Background: an optimization exercise with open tools, aiming at small area, a short achievable clock period and few clock cycles. Do not read the settings as production practice.
In this exercise RTL edits were held to simulation tests only and were not proved equivalent to the original.

Design top_module, start of the top module:
module top_module(clk,rst,mem_addr,mem_wdata,mem_rdata,mem_rd,mem_wr,mem_ready);
export LEC_CHECK = 0
export CAP_MARGIN = 20
export CORE_MARGIN = 2
export CORE_UTILIZATION = 40
export SLEW_MARGIN = 20
export SYNTH_MEMORY_MAX_BITS = 16384
create_clock -name core_clock -period 12.0 [get_ports {clk}]
run.sh (not shown) runs the stock make flow with config.mk's settings and CLKGATE_MAP_FILE= SYNTH_SCRIPT=/design/flow/synth_recipe.tcl, a recipe that flattens the netlist after the stock synthesis.
Testbench counts at the start, summed over its fixed seeds: cycles 7,362.
Next try:
--- a/flow/design.v
+++ b/flow/design.v
@@ -1,16 +1,15 @@
 `timescale 1ns / 1ps
 module top_module(clk,rst,mem_addr,mem_wdata,mem_rdata,mem_rd,mem_wr,mem_ready);
   input clk,rst;
   output [15:0] mem_addr,mem_wdata;
   input  [15:0] mem_rdata;
   output mem_rd,mem_wr;
   input  mem_ready;
-  reg sF, sW, sD1, sD2, sSW, sJR, sJ2;
-  reg pinc;                      
+  reg sF, sW, sD1, sD2, sSW, sJR;
   reg xp;                        
   reg [15:0] PC;
   reg [15:0] IR, MDR;
   reg fS, fZ, fV, fC;
   reg [15:0] R0,R1,R2,R3,R4,R5,R6,R7;
   reg [7:0] vld;                 
   function [9:0] dec;            
@@ -74,94 +73,89 @@
   wire [15:0] Bx = B ^ {16{sub}};
   wire [16:0] sum = {1'b0, A} + {1'b0, Bx} + {16'd0, sub};
   wire ovf = (A[15] == Bx[15]) & (sum[15] != A[15]);
   wire [15:0] res = f_and ? (A & B) : f_or ? (A | B) : sum[15:0];
   wire arith = ~(f_and | f_or);
   wire x_wr = xp & (i_ldi | i_mov | i_ld | i_neg | i_jal | (i_alu & fn != 3'b100));
   wire x_fl = xp & i_alu;
-  wire skip = sW & i_jcc & ~cond;                
   wire ea  = sW & i_mem;
-  wire xp_ = ea | sJR;                            
-  wire rm  = ea | sJ2 | (sW & i_jcc & cond);
-  wire cin = ~xp_;
-  wire [15:0] X = xp_ ? P : PC;
+  wire br  = sW & (i_jal | i_jcc);
+  wire [15:0] X = ea ? P : br ? PC : 16'd0;
   wire [15:0] Y = ea ? Q : 16'd0;
-  wire [15:0] M = mem_rdata & {16{rm}};
-  wire [15:0] cs = X ^ Y ^ M;
-  wire [15:0] cc = (X & Y) | (X & M) | (Y & M);
-  wire [15:0] adr = cs + {cc[14:0], cin};
-  assign mem_rd = sF | (sW & ~skip) | sD1 | sD2 | sJ2;
+  wire [15:0] cs = X ^ Y ^ mem_rdata;
+  wire [15:0] cc = (X & Y) | (X & mem_rdata) | (Y & mem_rdata);
+  wire [15:0] adr = cs + {cc[14:0], br};
+  wire [15:0] inc = PC + 16'd1;
+  assign mem_rd = sF | sW | sD1 | sD2;
   assign mem_wr = sSW;
-  assign mem_addr = (sF | sW | sJ2) ? PC : MDR;
+  assign mem_addr = (sF | sW) ? PC : MDR;
   assign mem_wdata = P;
   wire done = mem_ready;
   always @(posedge clk or negedge rst) begin
     if (!rst) begin
-      sF <= 1'b1; sW <= 1'b0; sD1 <= 1'b0; sD2 <= 1'b0; sSW <= 1'b0; sJR <= 1'b0; sJ2 <= 1'b0;
-      xp <= 1'b0; pinc <= 1'b0;
+      sF <= 1'b1; sW <= 1'b0; sD1 <= 1'b0; sD2 <= 1'b0; sSW <= 1'b0; sJR <= 1'b0;
+      xp <= 1'b0;
       PC <= 16'd0;
       fS <= 1'b0; fZ <= 1'b0; fV <= 1'b0; fC <= 1'b0;
       vld <= 8'd0;
       pidx <= 3'd0; qidx <= 3'd0;
     end else begin
       xp <= 1'b0;
-      pinc <= 1'b0;
       if (x_fl) begin
         fS <= res[15]; fZ <= (res == 16'd0);
         fC <= arith & sum[16]; fV <= arith & ovf;
       end
       if (x_wr) vld[rd] <= 1'b1;
-      if (pinc) PC <= adr;                        
       if (sF & done) begin
         pidx <= (dn[6] | n_jr) ? mem_rdata[2:0] : mem_rdata[8:6];
         qidx <= n_two ? mem_rdata[5:3] : mem_rdata[2:0];
-        PC <= adr;
-        sF <= ~(n_two | n_jr);
-        xp <= n_x1;
-        sW <= n_two;
-        sJR <= n_jr;
       end
-      if (sW & (done | skip)) begin
+      if (sW & done) begin
         pidx <= rd; qidx <= rd;
+      end
+      if (sF) begin
+        if (done) begin
+          PC <= inc;
+          sF <= ~(n_two | n_jr);
+          xp <= n_x1;
+          sW <= n_two;
+          sJR <= n_jr;
+        end
+      end
+      if (sW & done) begin
         sW <= 1'b0;
+        PC <= ((i_jcc & cond) | i_jal) ? adr : inc;
         if (i_mem) begin
-          pinc <= 1'b1;
           if (i_ind) sD1 <= 1'b1;
           else if (i_st) sSW <= 1'b1;
           else sD2 <= 1'b1;
-        end else if (i_jal) begin
-          sJ2 <= 1'b1;                            
         end else begin
-          PC <= adr;
           sF <= 1'b1;
           xp <= ~i_jcc;
         end
-      end
-      if (sJ2 & done) begin
-        PC <= adr; sJ2 <= 1'b0; sF <= 1'b1; xp <= 1'b1;
       end
       if (sD1 & done) begin
         sD1 <= 1'b0;
         if (i_st) sSW <= 1'b1; else sD2 <= 1'b1;
       end
       if (sD2 & done) begin
         sD2 <= 1'b0; sF <= 1'b1; xp <= 1'b1;
       end
       if (sSW & done) begin
         sSW <= 1'b0; sF <= 1'b1;
       end
       if (sJR) begin
-        sJR <= 1'b0; sF <= 1'b1; PC <= adr;
+        sJR <= 1'b0; sF <= 1'b1; PC <= P;
       end
     end
   end
   always @(posedge clk) begin
     if (sF & done) IR <= mem_rdata;
-    if (sW & done & (i_mem | i_jal)) MDR <= adr;
-    else if ((sW | sD1 | sD2) & done) MDR <= mem_rdata;
+    if (sW & done & i_jal) MDR <= inc;
+    else if ((sW | sD1 | sD2) & done) MDR <= adr;
   end
   wire [15:0] wdat = res;
   always @(posedge clk) begin
     if (x_wr) begin
       case (rd)
         3'd0: R0 <= wdat; 3'd1: R1 <= wdat; 3'd2: R2 <= wdat; 3'd3: R3 <= wdat;
         3'd4: R4 <= wdat; 3'd5: R5 <= wdat; 3'd6: R6 <= wdat; default: R7 <= wdat;
Outcome: The new run completed with no timing, DRC or antenna violations. Via count climbs by 2.5%. Design area stays flat. Sequential cell count drops by 2. Synthesized cell count climbs by 2.6%. Cell count climbs by 0.70%.
Testbench counts after the change, summed over its fixed seeds: cycles 7,535.

[separate check: timing with driven ports]
In the flow no input, the clock included, has a driving cell. The finished layouts below were timed again as built, in two steps.
Step 1, drivers: a clkbuf_16 drives clk and a buf_2 each remaining input, both assumed.
Step 2 times the ports against the registers' clock, not the clock port: input delays grow and output delays shrink by t, the midpoint of the rising clock arrivals with the driver on.
Slacks: no drivers / after step 1 / after step 2; pairs: no drivers / after step 1.
| run | shift t [ns] | setup WS [ns] | worst setup path after step 2 | latest minus earliest clock arrival (ns) | cell pins on the clock port's net |
|---|---|---|---|---|---|
| the first run | 0.494 | 5.772 / 5.772 / 5.467 | input to register | 0.015 / 0.015 | 1 |
| the second run | 0.491 | 5.924 / 5.924 / 5.885 | input to register | 0.016 / 0.016 | 1 |
After both steps setup and hold are still met in every run listed. The setup slack of the first run, which loses most, moves by 0.000 ns with the drivers and by -0.305 ns with both steps.
